Background: an optimization exercise with open tools, aiming at small area, a short achievable clock period and few clock cycles. Do not read the settings as production practice. Function was checked by simulation only, so behaviour that the tests miss may differ from the original. Power figures rest on the tool's default switching activity, not on a simulated workload.

// control
module control#(parameter m=3, w=220, h=220)(
    input rstn,clk,ready,
    input [(m*m)-1:0] kernel,
    output wire [15:0] img_addr,
    output wire img_rd,
    input [7:0] img_data,
    output wire res_valid,
    output wire [15:0] res_addr,
    output wire [7:0] out,
    output wire finish
    );
    localparam [15:0] ST_ROW   = 16'd220;               
    localparam [15:0] ST_COL   = 16'd1 - 16'd1540;      
    localparam [15:0] RS_SAME  = -16'd880 - 16'd221;    
    localparam [15:0] RS_PREV  = 16'd879 - 16'd221;     
    function [15:0] bk16(input [15:0] x, input [15:0] y);
        reg [15:0] g, p, G, P; integer i, d;
        begin
            g = x & y; p = x ^ y; G = g; P = p;
            for (d = 1; d < 16; d = d * 2)
                for (i = 2*d - 1; i < 16; i = i + 2*d) begin
                    G[i] = G[i] | (P[i] & G[i-d]); P[i] = P[i] & P[i-d];
                end
            for (d = 4; d >= 1; d = d / 2)
                for (i = 3*d - 1; i < 16; i = i + 2*d) begin
                    G[i] = G[i] | (P[i] & G[i-d]); P[i] = P[i] & P[i-d];
                end
            bk16 = p ^ {G[14:0], 1'b0};
        end
    endfunction
    function [11:0] bk12(input [11:0] x, input [11:0] y);
        reg [11:0] g, p, G, P; integer i, d;
        begin
            g = x & y; p = x ^ y; G = g; P = p;
            for (d = 1; d < 12; d = d * 2)
                for (i = 2*d - 1; i < 12; i = i + 2*d) begin
                    G[i] = G[i] | (P[i] & G[i-d]); P[i] = P[i] & P[i-d];
                end
            for (d = 4; d >= 1; d = d / 2)
                for (i = 3*d - 1; i < 12; i = i + 2*d) begin
                    G[i] = G[i] | (P[i] & G[i-d]); P[i] = P[i] & P[i-d];
                end
            bk12 = p ^ {G[10:0], 1'b0};
        end
    endfunction
    function [23:0] csa(input [11:0] x, input [11:0] y, input [11:0] z);
        integer i; reg [1:0] t;
        begin
            csa[23:12] = 12'd0;
            for (i = 0; i < 12; i = i + 1) begin
                t = x[i] + y[i] + z[i];
                csa[i] = t[0];
                if (i < 11) csa[13+i] = t[1];
            end
  ...
For scale: ~250 flip-flops, about 63 I/O pins, ~0.0091 mm² of cells after synthesis.
export LEC_CHECK = 0
export CAP_MARGIN = 20
export CORE_MARGIN = 2
export CORE_UTILIZATION = 40
export SLEW_MARGIN = 20
create_clock -name core_clock -period 13.0 [get_ports {clk}]
standard.sh (not shown) runs the stock make flow with config.mk's settings and CLKGATE_MAP_FILE= SYNTH_SCRIPT=/design/flow/synth_recipe.tcl, a recipe that flattens the netlist after the stock synthesis.
==> flow/flow/run.sh <==
#!/bin/bash
# The standard layout (standard.sh: unchanged synthesis, floorplan, power
# grid, placement, CTS and routing), run with three settings of its own:
#  - port buffers made from buf_2 cells instead of the default buffer cell;
#  - a clock tree of clkbuf_8/clkbuf_16 cells in clusters of up to 30 sinks,
#    without dummy loads;
set -euo pipefail
export BUFFER_PORTS_ARGS="-buffer_cell sky130_fd_sc_hd__buf_1"
export CTS_ARGS="-sink_clustering_enable -repair_clock_nets -root_buf sky130_fd_sc_hd__clkbuf_16 -buf_list {sky130_fd_sc_hd__clkbuf_8 sky130_fd_sc_hd__clkbuf_16} -sink_clustering_size 30 -sink_clustering_max_diameter 100 -dont_use_dummy_load"
export SETUP_SLACK_MARGIN=9.3
bash standard.sh > standard.log 2>&1
Testbench counts at the start, summed over its fixed seeds: cycles 391,812.
Rerun with:
--- a/flow/flow/run.sh
+++ b/flow/flow/run.sh
@@ -3,3 +3,3 @@
 # grid, placement, CTS and routing), run with three settings of its own:
-#  - port buffers made from buf_2 cells instead of the default buffer cell;
+#  - port buffers made from buf_1 cells instead of the default buffer cell;
 #  - a clock tree of clkbuf_8/clkbuf_16 cells in clusters of up to 30 sinks,
- ABC_AREA: not set -> 1
The changed run finished with timing, DRC and antenna clean.
Cell area is higher by 3.0%.
Wire length is higher by 7.4%.
Clock-buffer cell count stays the same.
Combinational power is higher by 4.9%.
Clock skew is lower by 12 ps.
Utilization is lower by 0.30 points.
Worst setup slack is about the same.
Rerun with:
--- a/flow/flow/run.sh
+++ b/flow/flow/run.sh
@@ -9,3 +9,3 @@
 export CTS_ARGS="-sink_clustering_enable -repair_clock_nets -root_buf sky130_fd_sc_hd__clkbuf_16 -buf_list {sky130_fd_sc_hd__clkbuf_8 sky130_fd_sc_hd__clkbuf_16} -sink_clustering_size 30 -sink_clustering_max_diameter 100 -dont_use_dummy_load"
-export SETUP_SLACK_MARGIN=9.3
+export SETUP_SLACK_MARGIN=9.2
 bash standard.sh > standard.log 2>&1
- ABC_AREA: 1 -> not set
Worst hold slack gets worse by 29 ps.
Sequential power hardly moves.
Wire length drops by about 7%.
Non-clock buffer count climbs by 2.
Design area drops by about 3%.
Total power drops by 1.9%.
Flip-flop and latch count does not change.
Final cell count drops by about 14%.
Combinational power drops by about 5%.

* * *

The RTL this note starts from:
==> flow/design.v <==
`timescale 1ns / 1ps
module control#(parameter m=3, w=220, h=220)(
    input rstn,clk,ready,
    input [(m*m)-1:0] kernel,
    output wire [15:0] img_addr,
    output wire img_rd,
    input [7:0] img_data,
    output wire res_valid,
    output wire [15:0] res_addr,
    output wire [7:0] out,
    output wire finish
    );
    localparam [15:0] ST_ROW   = 16'd220;               
    localparam [15:0] ST_COL   = 16'd1 - 16'd1540;      
    localparam [15:0] RS_SAME  = -16'd880 - 16'd221;    
    localparam [15:0] RS_PREV  = 16'd879 - 16'd221;     
    function [15:0] bk16(input [15:0] x, input [15:0] y);
        reg [15:0] g, p, G, P; integer i, d;
        begin
            g = x & y; p = x ^ y; G = g; P = p;
            for (d = 1; d < 16; d = d * 2)
                for (i = 2*d - 1; i < 16; i = i + 2*d) begin
                    G[i] = G[i] | (P[i] & G[i-d]); P[i] = P[i] & P[i-d];
                end
            for (d = 4; d >= 1; d = d / 2)
                for (i = 3*d - 1; i < 16; i = i + 2*d) begin
                    G[i] = G[i] | (P[i] & G[i-d]); P[i] = P[i] & P[i-d];
                end
            bk16 = p ^ {G[14:0], 1'b0};
        end
    endfunction
    function [11:0] bk12(input [11:0] x, input [11:0] y);
        reg [11:0] g, p, G, P; integer i, d;
        begin
            g = x & y; p = x ^ y; G = g; P = p;
            for (d = 1; d < 12; d = d * 2)
                for (i = 2*d - 1; i < 12; i = i + 2*d) begin
                    G[i] = G[i] | (P[i] & G[i-d]); P[i] = P[i] & P[i-d];
                end
            for (d = 4; d >= 1; d = d / 2)
                for (i = 3*d - 1; i < 12; i = i + 2*d) begin
                    G[i] = G[i] | (P[i] & G[i-d]); P[i] = P[i] & P[i-d];
                end
            bk12 = p ^ {G[10:0], 1'b0};
        end
    endfunction
    function [23:0] csa(input [11:0] x, input [11:0] y, input [11:0] z);
        integer i; reg [1:0] t;
        begin
            csa[23:12] = 12'd0;
            for (i = 0; i < 12; i = i + 1) begin
                t = x[i] + y[i] + z[i];
                csa[i] = t[0];
                if (i < 11) csa[13+i] = t[1];
            end
        end
    endfunction
    function [11:0] rca(input [11:0] x, input [11:0] y, input cin);
        integer i; reg [1:0] t;
        begin
            t[1] = cin;
            for (i = 0; i < 12; i = i + 1) begin
                t = x[i] + y[i] + t[1];
                rca[i] = t[0];
            end
        end
    endfunction
    function [11:0] add3(input [11:0] x, input [11:0] y, input [11:0] z);
        reg [23:0] c;
        begin
            c = csa(x, y, z);
            add3 = bk12(c[11:0], c[23:12]);
        end
    endfunction
    function [11:0] add4(input [11:0] w, input [11:0] x, input [11:0] y, input [11:0] z);
        reg [23:0] c, d;
        begin
            c = csa(w, x, y);
            d = csa(c[11:0], c[23:12], z);
            add4 = bk12(d[11:0], d[23:12]);
        end
    endfunction
    reg        run;
    reg        rd;
    reg [15:0] ra;
    reg [2:0]  rc;           
    reg [7:0]  cc;           
    reg        re;           
    reg        dum;          
    reg        last_strip;
    wire start     = ready & ~run;
    wire strip_end = dum & (rc == 3'd4);
    wire prelast   = ra[15] & ra[6] & ~ra[4] & ~ra[3];
    wire run_end   = last_strip & (cc == 8'd219) & (rc == 3'd3);
    wire [2:0] rc_nx = strip_end ? 3'd0 : rc + 3'd1;
    wire last_nx   = last_strip | (strip_end & prelast);
    assign img_rd   = rd;
    assign img_addr = ra;
    always @(posedge clk) begin
        if (!rstn) begin
            run <= 1'b0;
            rd  <= 1'b0;
        end else if (start) begin
            run <= 1'b1;
            rd  <= 1'b1;
        end else begin
            if (run_end) run <= 1'b0;
            rd <= run & ~run_end & ~(last_nx & rc_nx[2]);
        end
    end
    always @(posedge clk) begin
        if (start) begin
            ra <= 16'd0;
            rc <= 3'd0;
            cc <= 8'd0;
            re <= 1'b0;
            dum <= 1'b0;
            last_strip <= 1'b0;
        end else begin
            rc <= rc_nx;
            re <= (rc == 3'd6);
            ra <= bk16(ra, re ? ST_COL : ST_ROW);
            if (re) begin
                cc <= cc + 8'd1;
                dum <= (cc == 8'd219);
            end else if (strip_end) begin
                cc <= 8'd0;
                dum <= 1'b0;
            end
            last_strip <= last_nx;
        end
    end
    reg [15:0] rs;
    always @(posedge clk) rs <= bk16(ra, rc[2] ? RS_SAME : RS_PREV);
    assign res_addr = rs;
    wire rv = run & (rc >= 3'd2) & (cc >= 8'd2) & ~dum & ~(last_strip & rc[2]);
    reg [8:0] kr;
    always @(posedge clk) kr <= kernel;
    reg [7:0] sr [0:16];
    integer i;
    always @(posedge clk) begin
        sr[0] <= img_data;
        for (i = 1; i <= 16; i = i + 1) sr[i] <= sr[i-1];
    end
    wire [7:0] p2 = sr[0];
    wire [7:0] p1 = sr[8];
    wire [7:0] p0 = sr[16];
    wire [7:0] m0 = p0 & {8{kr[0]}}, m1 = p1 & {8{kr[1]}}, m2 = p2 & {8{kr[2]}};
    wire [7:0] m3 = p0 & {8{kr[3]}}, m4 = p1 & {8{kr[4]}}, m5 = p2 & {8{kr[5]}};
    wire [7:0] m6 = p0 & {8{kr[6]}}, m7 = p1 & {8{kr[7]}}, m8 = p2 & {8{kr[8]}};
    wire [11:0] s0 = add3(m0, m1, m2);
    wire [11:0] s1 = add4(a0, m3, m4, m5);
    wire [11:0] s2 = add4(a1, m6, m7, m8);
    reg [9:0]  a0;
    reg [10:0] a1;
    reg [11:0] ws;
    always @(posedge clk) begin
        a0 <= s0[9:0];
        a1 <= s1[10:0];
        ws <= s2;
    end
    wire [11:0] hl12 = rca({6'd0, ws[11:6]}, {6'd0, ws[5:0]}, 1'b0);
    wire [6:0] hl = hl12[6:0];
    reg  [3:0] f;
    always @* begin
        case (hl)
            7'd0: f = 4'd0;
            7'd1: f = 4'd0;
            7'd2: f = 4'd0;
            7'd3: f = 4'd0;
            7'd4: f = 4'd0;
            7'd5: f = 4'd0;
            7'd6: f = 4'd0;
            7'd7: f = 4'd0;
            7'd8: f = 4'd0;
            7'd9: f = 4'd1;
            7'd10: f = 4'd1;
            7'd11: f = 4'd1;
            7'd12: f = 4'd1;
            7'd13: f = 4'd1;
            7'd14: f = 4'd1;
            7'd15: f = 4'd1;
            7'd16: f = 4'd1;
            7'd17: f = 4'd1;
            7'd18: f = 4'd2;
            7'd19: f = 4'd2;
            7'd20: f = 4'd2;
            7'd21: f = 4'd2;
            7'd22: f = 4'd2;
            7'd23: f = 4'd2;
            7'd24: f = 4'd2;
            7'd25: f = 4'd2;
            7'd26: f = 4'd2;
            7'd27: f = 4'd3;
            7'd28: f = 4'd3;
            7'd29: f = 4'd3;
            7'd30: f = 4'd3;
            7'd31: f = 4'd3;
            7'd32: f = 4'd3;
            7'd33: f = 4'd3;
            7'd34: f = 4'd3;
            7'd35: f = 4'd3;
            7'd36: f = 4'd4;
            7'd37: f = 4'd4;
            7'd38: f = 4'd4;
            7'd39: f = 4'd4;
            7'd40: f = 4'd4;
            7'd41: f = 4'd4;
            7'd42: f = 4'd4;
            7'd43: f = 4'd4;
            7'd44: f = 4'd4;
            7'd45: f = 4'd5;
            7'd46: f = 4'd5;
            7'd47: f = 4'd5;
            7'd48: f = 4'd5;
            7'd49: f = 4'd5;
            7'd50: f = 4'd5;
            7'd51: f = 4'd5;
            7'd52: f = 4'd5;
            7'd53: f = 4'd5;
            7'd54: f = 4'd6;
            7'd55: f = 4'd6;
            7'd56: f = 4'd6;
            7'd57: f = 4'd6;
            7'd58: f = 4'd6;
            7'd59: f = 4'd6;
            7'd60: f = 4'd6;
            7'd61: f = 4'd6;
            7'd62: f = 4'd6;
            7'd63: f = 4'd7;
            7'd64: f = 4'd7;
            7'd65: f = 4'd7;
            7'd66: f = 4'd7;
            7'd67: f = 4'd7;
            7'd68: f = 4'd7;
            7'd69: f = 4'd7;
            7'd70: f = 4'd7;
            7'd71: f = 4'd7;
            7'd72: f = 4'd8;
            7'd73: f = 4'd8;
            7'd74: f = 4'd8;
            7'd75: f = 4'd8;
            7'd76: f = 4'd8;
            7'd77: f = 4'd8;
            7'd78: f = 4'd8;
            7'd79: f = 4'd8;
            7'd80: f = 4'd8;
            7'd81: f = 4'd9;
            7'd82: f = 4'd9;
            7'd83: f = 4'd9;
            7'd84: f = 4'd9;
            7'd85: f = 4'd9;
            7'd86: f = 4'd9;
            7'd87: f = 4'd9;
            7'd88: f = 4'd9;
            7'd89: f = 4'd9;
            7'd90: f = 4'd10;
            7'd91: f = 4'd10;
            7'd92: f = 4'd10;
            7'd93: f = 4'd10;
            7'd94: f = 4'd10;
            7'd95: f = 4'd10;
            7'd96: f = 4'd10;
            7'd97: f = 4'd10;
            7'd98: f = 4'd10;
            default: f = 4'd0;
        endcase
    end
    reg  [3:0] f_r;
    reg  [5:0] h_r;
    always @(posedge clk) begin
        f_r <= f;
        h_r <= ws[11:6];
    end
    reg [7:0] q_r;
    wire [11:0] h7 = rca({1'b0, h_r, 3'b0}, {2'b11, ~h_r}, 1'b1);
    wire [11:0] q  = rca(h7, {8'd0, f_r}, 1'b0);
    always @(posedge clk) q_r <= q[7:0];
    assign out = q_r;
    reg [4:0] vp;
    reg       fin;
    always @(posedge clk) begin
        if (!rstn) begin vp <= 0; fin <= 1'b0; end
        else begin vp <= {vp[3:0], rv}; fin <= vp[3] & ~vp[2] & ~run; end
    end
    assign res_valid = vp[4];
    assign finish = fin;
endmodule
Settings: LEC_CHECK=0, CAP_MARGIN=20, CORE_MARGIN=2, CORE_UTILIZATION=40, SLEW_MARGIN=20; clock period 13.0 ns.
==> flow/flow/run.sh <==
#!/bin/bash
# The standard layout (standard.sh: unchanged synthesis, floorplan, power
# grid, placement, CTS and routing), run with three settings of its own:
#  - port buffers made from buf_2 cells instead of the default buffer cell;
#  - a clock tree of clkbuf_8/clkbuf_16 cells in clusters of up to 30 sinks,
#    without dummy loads;
set -euo pipefail
export BUFFER_PORTS_ARGS="-buffer_cell sky130_fd_sc_hd__buf_2"
export CTS_ARGS="-sink_clustering_enable -repair_clock_nets -root_buf sky130_fd_sc_hd__clkbuf_16 -buf_list {sky130_fd_sc_hd__clkbuf_8 sky130_fd_sc_hd__clkbuf_16} -sink_clustering_size 30 -sink_clustering_max_diameter 100 -dont_use_dummy_load"
export SETUP_SLACK_MARGIN=9.3
bash standard.sh > standard.log 2>&1
Testbench counts at the start, summed over its fixed seeds: cycles 391,812.
==> next run, changes <==
==> flow/flow/run.sh (replaced) <==
#!/bin/bash
# The standard layout (standard.sh: unchanged synthesis, floorplan, power
# grid, placement, CTS and routing), run with three settings of its own:
#  - port buffers made from buf_1 cells instead of the default buffer cell;
#  - a clock tree of clkbuf_8/clkbuf_16 cells in clusters of up to 30 sinks,
#    without dummy loads;
set -euo pipefail
export BUFFER_PORTS_ARGS="-buffer_cell sky130_fd_sc_hd__buf_1"
export CTS_ARGS="-sink_clustering_enable -repair_clock_nets -root_buf sky130_fd_sc_hd__clkbuf_16 -buf_list {sky130_fd_sc_hd__clkbuf_8 sky130_fd_sc_hd__clkbuf_16} -sink_clustering_size 30 -sink_clustering_max_diameter 100 -dont_use_dummy_load"
export SETUP_SLACK_MARGIN=9.3
bash standard.sh > standard.log 2>&1
=> The changed run produced a clean layout; total power stays flat; flip-flop and latch count does not change; routed wire length increases by 0.84%; worst setup slack degrades by 0.0087 ns; via count hardly moves; sequential share of layout area increases by 0.41 points; global-route usage decreases by 0.25 points.
==> next run, changes <==
==> flow/flow/run.sh (replaced) <==
#!/bin/bash
# Standard ORFS layout (the standard.sh, unchanged synthesis), with
# buf_2 port buffers and a smaller clock tree.
set -euo pipefail
export BUFFER_PORTS_ARGS="-buffer_cell sky130_fd_sc_hd__buf_2"
export CTS_ARGS="-sink_clustering_enable -repair_clock_nets -root_buf sky130_fd_sc_hd__clkbuf_16 -buf_list {sky130_fd_sc_hd__clkbuf_8 sky130_fd_sc_hd__clkbuf_16} -sink_clustering_size 30 -sink_clustering_max_diameter 100 -dont_use_dummy_load"
export SETUP_SLACK_MARGIN=9.3
bash standard.sh > standard.log 2>&1
What happened: Core utilization rises by 0.32 points. Non-clock buffer count does not change. Setup slack improves by 0.0087 ns.
==> next run, changes <==
==> flow/flow/run.sh (replaced) <==
#!/bin/bash
# The standard layout (standard.sh: unchanged synthesis, floorplan, power
# grid, placement, CTS and routing), run with three settings of its own:
#  - port buffers made from buf_1 cells instead of the default buffer cell;
#  - a clock tree of clkbuf_8/clkbuf_16 cells in clusters of up to 30 sinks,
#    without dummy loads;
set -euo pipefail
export BUFFER_PORTS_ARGS="-buffer_cell sky130_fd_sc_hd__buf_1"
export CTS_ARGS="-sink_clustering_enable -repair_clock_nets -root_buf sky130_fd_sc_hd__clkbuf_16 -buf_list {sky130_fd_sc_hd__clkbuf_8 sky130_fd_sc_hd__clkbuf_16} -sink_clustering_size 30 -sink_clustering_max_diameter 100 -dont_use_dummy_load"
export SETUP_SLACK_MARGIN=9.4
bash standard.sh > standard.log 2>&1
Result: Total power rises by 2.1%; non-clock buffer count came out higher by 19; maximum frequency increases by 2.1%; area after synthesis is unchanged; count of clock-buffer cells in the layout stays the same; setup slack improved by 0.074 ns; worst hold slack is worse by 0.0099 ns; final area went up by 1.5%; core utilization climbs by 0.66 points; via count came out higher by 1.6%; sequential power is lower by about 1%.

port drivers added, routing unchanged:
Ports are ideal in the flow. The routed layouts listed here were re-timed in OpenROAD. Step 1 assumes that a clkbuf_16 drives the clock port and a buf_2 every other input. Step 2 moves the port delays by t, midway between the first and last clock arrival at a register: inputs arrive t later, outputs are due t later. That takes back most of the time a late clock gives input paths. a / b / c = ideal / step 1 / step 2; a / b = the first two.
run | t, ns | setup WS [ns] | clock arrival spread, ns | worst register clock-pin slew, ns | pins driven straight from the clock port
the first run of note 1 | 0.508 | 9.364 / 9.321 / 9.539 | 0.048 / 0.047 | 0.11 / 0.11 | 1
the second run of note 1 | 0.505 | 9.364 / 9.320 / 9.499 | 0.034 / 0.034 | 0.11 / 0.11 | 1
the third run of note 1 | 0.508 | 9.295 / 9.252 / 9.495 | 0.048 / 0.047 | 0.11 / 0.11 | 1
the first run of note 2 | 0.497 | 9.373 / 9.330 / 9.528 | 0.044 / 0.044 | 0.11 / 0.11 | 1
the second run of note 2 | 0.508 | 9.364 / 9.321 / 9.539 | 0.048 / 0.047 | 0.11 / 0.11 | 1
the third run of note 2 | 0.497 | 9.373 / 9.330 / 9.528 | 0.044 / 0.044 | 0.11 / 0.11 | 1
the fourth run of note 2 | 0.507 | 9.447 / 9.404 / 9.547 | 0.048 / 0.048 | 0.11 / 0.11 | 1
After both steps setup and hold are still met in every run listed.
